This is an optimization exercise on Yosys and OpenROAD, whose aim is small area and a short achievable clock period, not a production implementation.
Where RTL was checked, it was by simulation tests only, not by an equivalence proof against the original.
The flow treats the clock pin as an ideal source. Dropping or thinning the clock tree relies on that and would not hold on a real chip.
Power is estimated from default activity; no workload was simulated.

==> flow/design.v (excerpt) <==
module alu_top (
    input             clk,
    input      [3:0]  control,
    input             CI,
    input      [31:0] DATA_A,
    input      [31:0] DATA_B,
    output reg [31:0] OUT,
    output reg        CO,
    output reg        OVF,
    output reg        N,
    output reg        Z
);
reg  [3:0]  control_q;
reg         CI_q;
reg  [31:0] A_q, B_q;
wire [31:0] out_w;
wire        co_w, ovf_w, n_w, z_w;
always @(posedge clk) begin
    control_q <= control;
    CI_q      <= CI;
    A_q       <= DATA_A;
    B_q       <= DATA_B;
end
ALU #(.WIDTH(32)) alu (
    .control(control_q), .CI(CI_q), .DATA_A(A_q), .DATA_B(B_q),
    .OUT(out_w), .CO(co_w), .OVF(ovf_w), .N(n_w), .Z(z_w)
);
always @(posedge clk) begin
    OUT <= out_w;
    CO  <= co_w;
    OVF <= ovf_w;
    N   <= n_w;
    Z   <= z_w;
end
endmodule
export LEC_CHECK = 0
export ABC_AREA = 1
export CAP_MARGIN = 20
export CORE_MARGIN = 2
export CORE_UTILIZATION = 40
export SLEW_MARGIN = 20
create_clock -name core_clock -period 10.0 [get_ports {clk}]
standard.sh (not shown) runs the stock make flow with config.mk's settings and CLKGATE_MAP_FILE= SYNTH_SCRIPT=/design/flow/synth_recipe.tcl, a recipe that flattens the netlist after the stock synthesis.
==> flow/flow/run.sh <==
#!/bin/bash
# ORFS layout through the standard.sh, with these changes:
# - the ports get small fast buffers (buf_1);
# - the clock tree is one level of four clkbuf_16 (flow/cts_manual.tcl);
# - timing repair aims below the clock period (SETUP_SLACK_MARGIN); the design is still
#   built and signed off at the design's period;
# - if flow/abc.script exists, synthesis maps the logic with it instead of ORFS's ABC
#   script (flow/synth.tcl is synth_recipe.tcl with that one change; registers are as in
#   the standard synthesis).
set -euo pipefail
here=$(pwd)
export MY_ABC_SCRIPT=$here/flow/abc.script
bash standard.sh \
  "SYNTH_SCRIPT=$here/flow/synth.tcl" \
  "ADDER_MAP_FILE=" \
  "BUFFER_PORTS_ARGS=-buffer_cell sky130_fd_sc_hd__buf_1" \
  "PRE_CTS_TCL=$here/flow/cts_manual.tcl" \
  "SETUP_SLACK_MARGIN=7.3" \
  finish > make_finish.log 2>&1
==> flow/flow/abc.script <==
strash; dch -f; map -B 0.5; topo; stime -c; buffer -c; upsize -c; dnsize -c
Other scripts of this flow, unchanged in this note and not shown: flow/flow/cts_manual.tcl, flow/flow/synth.tcl
The starting point ran to the end with no violations.
==> next run, changes <==
==> flow/flow/abc.script (replaced) <==
strash; dch -f; map -D 2500 -B 0.9; topo; stime -c; buffer -c; upsize -c -D 2500; dnsize -c -D 2500
Settings changed: CORE_UTILIZATION 40 to 72, PLACE_DENSITY from default to 0.8.
After rerunning: The changed run passed the timing, design-rule and antenna checks; global-route usage is higher by 16 points; synthesized cell count went up by 2.8%; hold slack is better by 0.0075 ns; worst setup slack loses 0.015 ns; wire length grows by 5.4%; die area came out lower by about 46%; clock power goes up by about 7%.
==> next run, changes <==
==> flow/flow/abc.script (replaced) <==
strash; dch -f; map -D 3000 -B 0.9; topo; stime -c; buffer -c; upsize -c -D 3000; dnsize -c -D 3000
Settings changed: CORE_UTILIZATION 72 to 80, PLACE_DENSITY 0.8 to 0.85.
This time the run failed in 5_1_grt.
Synthesized cell count does not change.
Synthesized area stays flat.
==> next run, changes <==
Settings changed: CORE_UTILIZATION 80 to 72, PLACE_DENSITY 0.85 to 0.8.
What happened: The new run ran to the end with no violations; area after synthesis stays the same; synthesized cell count is unchanged.
==> next run, changes <==
==> flow/flow/abc.script (replaced) <==
strash; &get -n; &dch -f; &nf -D 2200; &put; topo; stime -c; buffer -c; upsize -c -D 2200; dnsize -c -D 2200
The changed run completed with no timing, DRC or antenna violations.
Core utilization climbs by 7.3 points.
Synthesized cell count drops by 37%.
Wire length climbs by 26%.
Sequential share of layout area drops by 0.83 points.
Clock power barely changes.
Cell area climbs by 2.8%.
Via count drops by 9.4%.
==> next run, changes <==
==> flow/flow/abc.script (replaced) <==
strash; dch -f; map -D 3000 -B 0.9; topo; stime -c; buffer -c; upsize -c -D 3000; dnsize -c -D 3000
Settings changed: CORE_UTILIZATION 72 to 40, PLACE_DENSITY 0.8 to default.
The changed run went through all stages and came out clean.
Core utilization drops by 46 points.
Design area is lower by 2.3%.
Register-to-register slack improved by 0.80 ns.
Total power decreases by 13%.
In the first, second, fourth, fifth and sixth runs of this note the design's own scripts or RTL, not TritonCTS, make the clock network.

========
== run 1 ==
alu_top, a different RTL version from the one above (not shown whole).
For scale: roughly 860 cells after synthesis, about 110 I/O pins, ~0.0065 mm2 of cells after synthesis.
## alu_top
module alu_top (
    input             clk,
    input      [3:0]  control,
    input             CI,
    input      [31:0] DATA_A,
    input      [31:0] DATA_B,
    output reg [31:0] OUT,
    output reg        CO,
    output reg        OVF,
    output reg        N,
    output reg        Z
);
Settings: LEC_CHECK=0, ABC_AREA=1, CAP_MARGIN=20, CORE_MARGIN=2, CORE_UTILIZATION=40, SLEW_MARGIN=20; clock period 10.0 ns.
==> flow/flow/run.sh <==
#!/bin/bash
# Standard ORFS layout, with small fast port buffers and timing repair aimed
# below the clock period (the design is built and signed off at the design's period).
set -euo pipefail
bash standard.sh \
  "BUFFER_PORTS_ARGS=-buffer_cell sky130_fd_sc_hd__buf_1" \
  "SETUP_SLACK_MARGIN=7" \
  finish > make_finish.log 2>&1
Changes in run 2 relative to run 1:
==> flow/run.sh (new file) <==
#!/bin/bash
# synth_recipe.tcl (not shown) runs the flow's synth.tcl, then flattens the netlist and writes it again
# the make line also repeats each setting of config.mk as NAME=value (left out here)
make -C /OpenROAD-flow-scripts/flow DESIGN_CONFIG=/design/flow/config.mk WORK_HOME=/design/flow/orfs CLKGATE_MAP_FILE= SYNTH_SCRIPT=/design/flow/synth_recipe.tcl finish
removed: flow/flow/run.sh
removed: flow/standard.sh
[summary]
- Going from run 1 to run 2, global-route wire length before repair down 390 um, met3 routing resource usage after global routing flat, number of buffers other than clock buffers in the final layout down 9.4%, clock skew flat.
- The multi-input combinational area share in run 2 sits 3.8 points below the value recorded for run 1.
- Summary of run 2 over run 1: net switching power figure down about 1.8%, design area up about 4.3%, post-cts sizing count down 9.
- Comparing the two runs side by side, run 2 comes out behind run 1 on worst slack at placement.
## Diff of input files: run 3 against run 2
Settings: clearing ABC_AREA, which used to be 1.
==> flow/flow/run.sh (new file) <==
#!/bin/bash
# ORFS layout through the standard.sh, with three changes: the logic is mapped by
# this flow's own ABC script (flow/abc.script; the registers come out as in the standard
# synthesis), the ports get small fast buffers, and timing repair aims below the clock
# period (the design is still built and signed off at the design's period).
set -euo pipefail
here=$(pwd)
export MY_ABC_SCRIPT=$here/flow/abc.script
bash standard.sh \
  "SYNTH_SCRIPT=$here/flow/synth.tcl" \
  "ADDER_MAP_FILE=" \
  "BUFFER_PORTS_ARGS=-buffer_cell sky130_fd_sc_hd__buf_1" \
  "SETUP_SLACK_MARGIN=7" \
  finish > make_finish.log 2>&1
==> flow/flow/abc.script (new file) <==
strash; &get -n; &deepsyn -T 30; &put; dch; map -a; topo
==> flow/flow/synth.tcl (new file) <==
proc synth {args} { yosys synth -nofsm -noshare {*}$args }
# Map the logic with this flow's own ABC script instead of ORFS's.
proc abc {args} {
  set i [lsearch -exact $args -script]
  if {$i >= 0} { lset args [expr {$i + 1}] $::env(MY_ABC_SCRIPT) }
  yosys abc {*}$args
}
source $::env(SCRIPTS_DIR)/synth.tcl
# left out here: clear keep_hierarchy, flatten, clean up, hide names made inside functions, write 1_2_yosys.v
==> flow/standard.sh (new file) <==
#!/bin/bash
# synth_recipe.tcl (not shown) runs the flow's synth.tcl, then flattens the netlist and writes it again
# the make line also repeats each setting of config.mk as NAME=value (left out here)
make -C /OpenROAD-flow-scripts/flow DESIGN_CONFIG=/design/flow/config.mk WORK_HOME=/design/flow/orfs CLKGATE_MAP_FILE= SYNTH_SCRIPT=/design/flow/synth_recipe.tcl "${@:-finish}"
removed: flow/run.sh
Results
Run 3: full flow OK, the timing, design-rule and antenna checks passed. Looking at layout filler cell count, run 3 sits about 33% below run 2. Taking run 2 as the reference, in run 3 instance area at placement -0.0021 mm2; worst setup slack decreased 2.65 ns. Per the comparison of run 3 with run 2, layout clock buffer count shows an increase of 1; logic gate share of total power shows a reduction of 1.8 points.
No run of this note included a check of the RTL's function; only the layout flow was run.

========
Setup of alpha:
The RTL this note starts from:
==> flow/design.v <==
module alu_top (
    input             clk,
    input      [3:0]  control,
    input             CI,
    input      [31:0] DATA_A,
    input      [31:0] DATA_B,
    output reg [31:0] OUT,
    output reg        CO,
    output reg        OVF,
    output reg        N,
    output reg        Z
);
reg  [3:0]  control_q;
reg         CI_q;
reg  [31:0] A_q, B_q;
wire [31:0] out_w;
wire        co_w, ovf_w, n_w, z_w;
always @(posedge clk) begin
    control_q <= control;
    CI_q      <= CI;
    A_q       <= DATA_A;
    B_q       <= DATA_B;
end
ALU #(.WIDTH(32)) alu (
    .control(control_q), .CI(CI_q), .DATA_A(A_q), .DATA_B(B_q),
    .OUT(out_w), .CO(co_w), .OVF(ovf_w), .N(n_w), .Z(z_w)
);
always @(posedge clk) begin
    OUT <= out_w;
    CO  <= co_w;
    OVF <= ovf_w;
    N   <= n_w;
    Z   <= z_w;
end
endmodule

module ALU #(parameter WIDTH=8)
    (
	  input [3:0] control,
	  input CI,
	  input [WIDTH-1:0] DATA_A,
	  input [WIDTH-1:0] DATA_B,
      output [WIDTH-1:0] OUT,
	  output CO,
	  output OVF,
	  output N, Z
    );
generate if (WIDTH == 32) begin : g_fast
wire c3 = control[3], c2 = control[2], c1 = control[1], c0 = control[0];
wire arith = ~c3 & (c2 | c1);                
wire sub   = c1;                             
wire inv   = arith & c1 & c0;                
wire cin   = ~c2 | ((c1 | c0) & CI);
wire k     = arith & (cin ^ inv);            
wire addop = ~c3 & c2 & ~c1;                 
wire subop = arith & c1;
wire [WIDTH-1:0] a = DATA_A;
wire [WIDTH-1:0] y = DATA_B ^ {WIDTH{sub}};
wire [WIDTH-1:0] p = a ^ y;
wire [WIDTH-1:0] g = a & y & {WIDTH{arith}};
wire [WIDTH-1:0] t = a | y;
wire addlike = arith & ~c1;                           
wire m11 = (~c3 & ~c2 & ~c1 & ~c0) | (arith & c1 & ~c0) | (c3 & c2 & ~(c1 & c0));   
wire m00 = (arith & c1 & ~c0) | (c3 & c2 & c1);                         
wire m10 = (~c3 & ~c2 & ~c1 & c0) | addlike | inv | (c3 & c2 & ~c1 & ~c0) | (c3 & c2 & c1 & c0);  
wire m01 = (~c3 & ~c2 & ~c1 & c0) | addlike | inv | (c3 & c2 & ~c1);    
wire [WIDTH-1:0] q = (a & DATA_B & {WIDTH{m11}}) | (a & ~DATA_B & {WIDTH{m10}})
                   | (~a & DATA_B & {WIDTH{m01}}) | (~a & ~DATA_B & {WIDTH{m00}});
wire [31:0] G0 = {g[30:0], k};
wire [31:0] P0 = {p[30:0], 1'b0};
wire G1_1 = G0[1] | (P0[1] & G0[0]);
wire G1_3 = G0[3] | (P0[3] & G0[2]);
wire P1_3 = P0[3] & P0[2];
wire G1_5 = G0[5] | (P0[5] & G0[4]);
wire P1_5 = P0[5] & P0[4];
wire G1_7 = G0[7] | (P0[7] & G0[6]);
wire P1_7 = P0[7] & P0[6];
wire G1_9 = G0[9] | (P0[9] & G0[8]);
wire P1_9 = P0[9] & P0[8];
wire G1_11 = G0[11] | (P0[11] & G0[10]);
wire P1_11 = P0[11] & P0[10];
wire G1_13 = G0[13] | (P0[13] & G0[12]);
wire P1_13 = P0[13] & P0[12];
wire G1_15 = G0[15] | (P0[15] & G0[14]);
wire P1_15 = P0[15] & P0[14];
wire G1_17 = G0[17] | (P0[17] & G0[16]);
wire P1_17 = P0[17] & P0[16];
wire G1_19 = G0[19] | (P0[19] & G0[18]);
wire P1_19 = P0[19] & P0[18];
wire G1_21 = G0[21] | (P0[21] & G0[20]);
wire P1_21 = P0[21] & P0[20];
wire G1_23 = G0[23] | (P0[23] & G0[22]);
wire P1_23 = P0[23] & P0[22];
wire G1_25 = G0[25] | (P0[25] & G0[24]);
wire P1_25 = P0[25] & P0[24];
wire G1_27 = G0[27] | (P0[27] & G0[26]);
wire P1_27 = P0[27] & P0[26];
wire G1_29 = G0[29] | (P0[29] & G0[28]);
wire P1_29 = P0[29] & P0[28];
wire G1_31 = G0[31] | (P0[31] & G0[30]);
wire P1_31 = P0[31] & P0[30];
wire G2_3 = G1_3 | (P1_3 & G1_1);
wire G2_7 = G1_7 | (P1_7 & G1_5);
wire P2_7 = P1_7 & P1_5;
wire G2_11 = G1_11 | (P1_11 & G1_9);
wire P2_11 = P1_11 & P1_9;
wire G2_15 = G1_15 | (P1_15 & G1_13);
wire P2_15 = P1_15 & P1_13;
wire G2_19 = G1_19 | (P1_19 & G1_17);
wire P2_19 = P1_19 & P1_17;
wire G2_23 = G1_23 | (P1_23 & G1_21);
wire P2_23 = P1_23 & P1_21;
wire G2_27 = G1_27 | (P1_27 & G1_25);
wire P2_27 = P1_27 & P1_25;
wire G2_31 = G1_31 | (P1_31 & G1_29);
wire P2_31 = P1_31 & P1_29;
wire G3_7 = G2_7 | (P2_7 & G2_3);
wire G3_15 = G2_15 | (P2_15 & G2_11);
wire P3_15 = P2_15 & P2_11;
wire G3_23 = G2_23 | (P2_23 & G2_19);
wire P3_23 = P2_23 & P2_19;
wire G3_31 = G2_31 | (P2_31 & G2_27);
wire P3_31 = P2_31 & P2_27;
wire G4_15 = G3_15 | (P3_15 & G3_7);
wire G4_31 = G3_31 | (P3_31 & G3_23);
wire P4_31 = P3_31 & P3_23;
wire G5_31 = G4_31 | (P4_31 & G4_15);
wire G6_23 = G3_23 | (P3_23 & G4_15);
wire G7_11 = G2_11 | (P2_11 & G3_7);
wire G7_19 = G2_19 | (P2_19 & G4_15);
wire G7_27 = G2_27 | (P2_27 & G6_23);
wire G8_5 = G1_5 | (P1_5 & G2_3);
wire G8_9 = G1_9 | (P1_9 & G3_7);
wire G8_13 = G1_13 | (P1_13 & G7_11);
wire G8_17 = G1_17 | (P1_17 & G4_15);
wire G8_21 = G1_21 | (P1_21 & G7_19);
wire G8_25 = G1_25 | (P1_25 & G6_23);
wire G8_29 = G1_29 | (P1_29 & G7_27);
wire G9_2 = G0[2] | (P0[2] & G1_1);
wire G9_4 = G0[4] | (P0[4] & G2_3);
wire G9_6 = G0[6] | (P0[6] & G8_5);
wire G9_8 = G0[8] | (P0[8] & G3_7);
wire G9_10 = G0[10] | (P0[10] & G8_9);
wire G9_12 = G0[12] | (P0[12] & G7_11);
wire G9_14 = G0[14] | (P0[14] & G8_13);
wire G9_16 = G0[16] | (P0[16] & G4_15);
wire G9_18 = G0[18] | (P0[18] & G8_17);
wire G9_20 = G0[20] | (P0[20] & G7_19);
wire G9_22 = G0[22] | (P0[22] & G8_21);
wire G9_24 = G0[24] | (P0[24] & G6_23);
wire G9_26 = G0[26] | (P0[26] & G8_25);
wire G9_28 = G0[28] | (P0[28] & G7_27);
wire G9_30 = G0[30] | (P0[30] & G8_29);
wire [31:0] c;   
assign c[0] = G0[0];
assign c[1] = G1_1;
assign c[2] = G9_2;
assign c[3] = G2_3;
assign c[4] = G9_4;
assign c[5] = G8_5;
assign c[6] = G9_6;
assign c[7] = G3_7;
assign c[8] = G9_8;
assign c[9] = G8_9;
assign c[10] = G9_10;
assign c[11] = G7_11;
assign c[12] = G9_12;
assign c[13] = G8_13;
assign c[14] = G9_14;
assign c[15] = G4_15;
assign c[16] = G9_16;
assign c[17] = G8_17;
assign c[18] = G9_18;
assign c[19] = G7_19;
assign c[20] = G9_20;
assign c[21] = G8_21;
assign c[22] = G9_22;
assign c[23] = G6_23;
assign c[24] = G9_24;
assign c[25] = G8_25;
assign c[26] = G9_26;
assign c[27] = G7_27;
assign c[28] = G9_28;
assign c[29] = G8_29;
assign c[30] = G9_30;
assign c[31] = G5_31;
assign OUT = q ^ c;
assign N = OUT[WIDTH-1];
wire [WIDTH-1:0] tq = inv ? g : (t & {WIDTH{arith}});
wire [WIDTH-1:0] pc = {tq[WIDTH-2:0], k};
assign Z = ~|(q ^ pc);
wire c32 = g[WIDTH-1] | (p[WIDTH-1] & c[WIDTH-1]);
assign CO  = (addop & c32) | (subop & ~OUT[WIDTH-1]);
assign OVF = arith & (c[WIDTH-1] ^ c32);
end else begin : g_generic
reg [WIDTH-1:0] R; reg RC, RV;
always @(*) begin
	RC = 1'b0; RV = 1'b0;
	case (control)
		4'b0000: R = DATA_A & DATA_B;
		4'b0001: R = DATA_A ^ DATA_B;
		4'b0010: R = DATA_A - DATA_B;
		4'b0011: R = DATA_B - DATA_A;
		4'b0100: {RC, R} = DATA_A + DATA_B;
		4'b0101: {RC, R} = DATA_A + DATA_B + CI;
		4'b0110: R = DATA_A - DATA_B + CI - 1;
		4'b0111: R = DATA_B - DATA_A + CI - 1;
		4'b1100: R = DATA_A | DATA_B;
		4'b1101: R = DATA_B;
		4'b1110: R = DATA_A ^ ~DATA_B;
		4'b1111: R = ~DATA_B;
		default: R = {WIDTH{1'b0}};
	endcase
	case (control)
		4'b0010, 4'b0110: begin RC = ~R[WIDTH-1]; RV = (DATA_A[WIDTH-1] & ~DATA_B[WIDTH-1] & ~R[WIDTH-1]) | (~DATA_A[WIDTH-1] & DATA_B[WIDTH-1] & R[WIDTH-1]); end
		4'b0011, 4'b0111: begin RC = ~R[WIDTH-1]; RV = (DATA_B[WIDTH-1] & ~DATA_A[WIDTH-1] & ~R[WIDTH-1]) | (~DATA_B[WIDTH-1] & DATA_A[WIDTH-1] & R[WIDTH-1]); end
		4'b0100, 4'b0101: RV = (DATA_A[WIDTH-1] & DATA_B[WIDTH-1] & ~R[WIDTH-1]) | (~DATA_A[WIDTH-1] & ~DATA_B[WIDTH-1] & R[WIDTH-1]);
		default: ;
	endcase
end
assign OUT = R; assign CO = RC; assign OVF = RV;
assign N = R[WIDTH-1];
assign Z = ~|R;
end endgenerate
endmodule
export LEC_CHECK = 0
export ABC_AREA = 1
export CAP_MARGIN = 20
export CORE_MARGIN = 2
export CORE_UTILIZATION = 72
export PLACE_DENSITY = 0.8
export SLEW_MARGIN = 20
create_clock -name core_clock -period 10.0 [get_ports {clk}]
==> flow/flow/run.sh <==
#!/bin/bash
# ORFS layout through the standard.sh, with these changes:
# - the ports get small fast buffers (buf_1);
# - the clock tree is one level of four clkbuf_16 (flow/cts_manual.tcl);
# - timing repair aims below the clock period (SETUP_SLACK_MARGIN); the design is still
#   built and signed off at the design's period;
# - if flow/abc.script exists, synthesis maps the logic with it instead of ORFS's ABC
#   script (flow/synth.tcl is synth_recipe.tcl with that one change; registers are as in
#   the standard synthesis).
set -euo pipefail
here=$(pwd)
export MY_ABC_SCRIPT=$here/flow/abc.script
bash standard.sh \
  "SYNTH_SCRIPT=$here/flow/synth.tcl" \
  "ADDER_MAP_FILE=" \
  "BUFFER_PORTS_ARGS=-buffer_cell sky130_fd_sc_hd__buf_1" \
  "PRE_CTS_TCL=$here/flow/cts_manual.tcl" \
  "SETUP_SLACK_MARGIN=7.25" \
  finish > make_finish.log 2>&1
==> flow/flow/abc.script <==
strash; dch -f; map -D 2200 -B 0.9; topo; stime -c; buffer -c; upsize -c -D 2200; dnsize -c -D 2200
Other scripts of this flow, unchanged in this note and not shown: flow/flow/cts_manual.tcl, flow/flow/synth.tcl
alpha finished every step from synthesis to the final layout, and the layout passed the timing, design-rule and antenna checks.
[inputs] beta vs alpha
- PLACE_DENSITY: 0.8 -> unset
- CORE_UTILIZATION: 72 -> 40
--- a/flow/flow/run.sh
+++ b/flow/flow/run.sh
@@ -18 +18 @@
-  "SETUP_SLACK_MARGIN=7.25" \
+  "SETUP_SLACK_MARGIN=7.3" \
==> comparison <==
Measured against alpha, the cell area of beta comes out at 1.06 times the reference value.
Proportion of cell area occupied by registers in beta is 1.8 points below alpha.
beta — worst relative slew slack 20 points higher, alpha as reference
diff inputs: beta => gamma
- PLACE_DENSITY: unset -> 0.85
- CORE_UTILIZATION: 40 -> 80
--- outcome ---
- The log for gamma ends in global routing with error DPL-0038, so the run never completed.
- On post-detailed-placement half-perimeter wirelength, gamma does worse than beta.
- Taking gamma over beta, the die width ratio works out to 0.72.
- Relative to beta, the post-place instance area measured on gamma has decreased slightly.
### gamma -> delta
- PLACE_DENSITY changed from 0.85 to 0.8
- CORE_UTILIZATION changed from 80 to 72
--- outcome ---
Per the final summary, delta finished and its layout is clean on timing, DRC and antenna. As far as mean cell area of the mapped netlist goes, gamma and delta are indistinguishable; the numbers are identical. On post-placement cell count: delta sits above gamma. Changes observed in delta relative to gamma: final estimated routing congestion in global placement went down; area of placed instances comparable; HPWL reported at the end of detailed placement saw a decrease; y dimension of the die +5.2%; number of setup buffers added after CTS now sits higher. Xor/xnor share of the synthesized area delta (gamma -> delta): insignificant.
Here is what was changed in the inputs of epsilon compared with delta.
- changing CORE_UTILIZATION from 72 to 65
- changing PLACE_DENSITY from 0.8 to 0.75
==> flow/flow/abc.script <==
strash; dch -f; map -D 3000 -B 0.9; topo; stime -c; buffer -c; upsize -c -D 3000; dnsize -c -D 3000
Results
The final layout from delta, which completed every stage, passed the timing, design-rule and antenna checks at the end of the flow.
The final layout from epsilon, which completed every stage, passed the timing, design-rule and antenna checks at the end of the flow.
The die boundary width in epsilon sits about 5% above the value recorded for delta.
The via count reported for epsilon is lower than the one for delta.
[compare] base=delta new=epsilon: share of layout cells above drive strength 1 increased 1.1 points; DRC violation total after the first TritonRoute iteration has decreased.
delta → epsilon: worst hold-check slack moved up, portion of total power attributed to the clock network moved up, post-synthesis cell area moved down.
In alpha, beta, delta and epsilon the design's own scripts or RTL, not TritonCTS, make the clock network.

[what the ideal ports hide]
The flow's constraints put no driver on any port. The routed layouts listed below were extracted and timed again, unchanged, in two steps. Step 1 sets driving cells, clkbuf_16 on the clock port and buf_2 on the other inputs (assumed; they add their load-dependent delay and slew). Step 2 also shifts input and output timing later by t, the mid clock arrival at the registers, as if the neighbouring blocks saw the same clock. a / b / c = ideal ports / drivers / drivers and shift; a / b = the first two.
run	shift t [ns]	setup slack, ns	slew at the worst register clock pin (ns)	cell pins on the clock port's net
the first run of note 1	0.246	7.339 / 7.247 / 7.409	0.09 / 0.09	4
the second run of note 1	0.246	7.324 / 7.237 / 7.359	0.10 / 0.10	4
the fourth run of note 1	0.242	7.328 / 7.243 / 7.373	0.10 / 0.10	4
the fifth run of note 1	0.252	6.707 / 6.707 / 6.707	0.10 / 0.10	4
the sixth run of note 1	0.246	7.340 / 7.253 / 7.499	0.10 / 0.10	4
run 1	0.406	7.095 / 7.052 / 7.155	0.08 / 0.08	1
run 2	0.397	5.961 / 5.961 / 5.961	0.08 / 0.08	1
run 3	0.396	3.310 / 3.310 / 3.310	0.07 / 0.07	1
alpha	0.236	7.320 / 7.238 / 7.391	0.10 / 0.10	4
beta	0.250	7.320 / 7.228 / 7.411	0.10 / 0.10	4
delta	0.240	7.330 / 7.245 / 7.415	0.10 / 0.10	4
epsilon	0.243	7.329 / 7.245 / 7.381	0.10 / 0.10	4
After both steps every run listed still meets setup and hold.
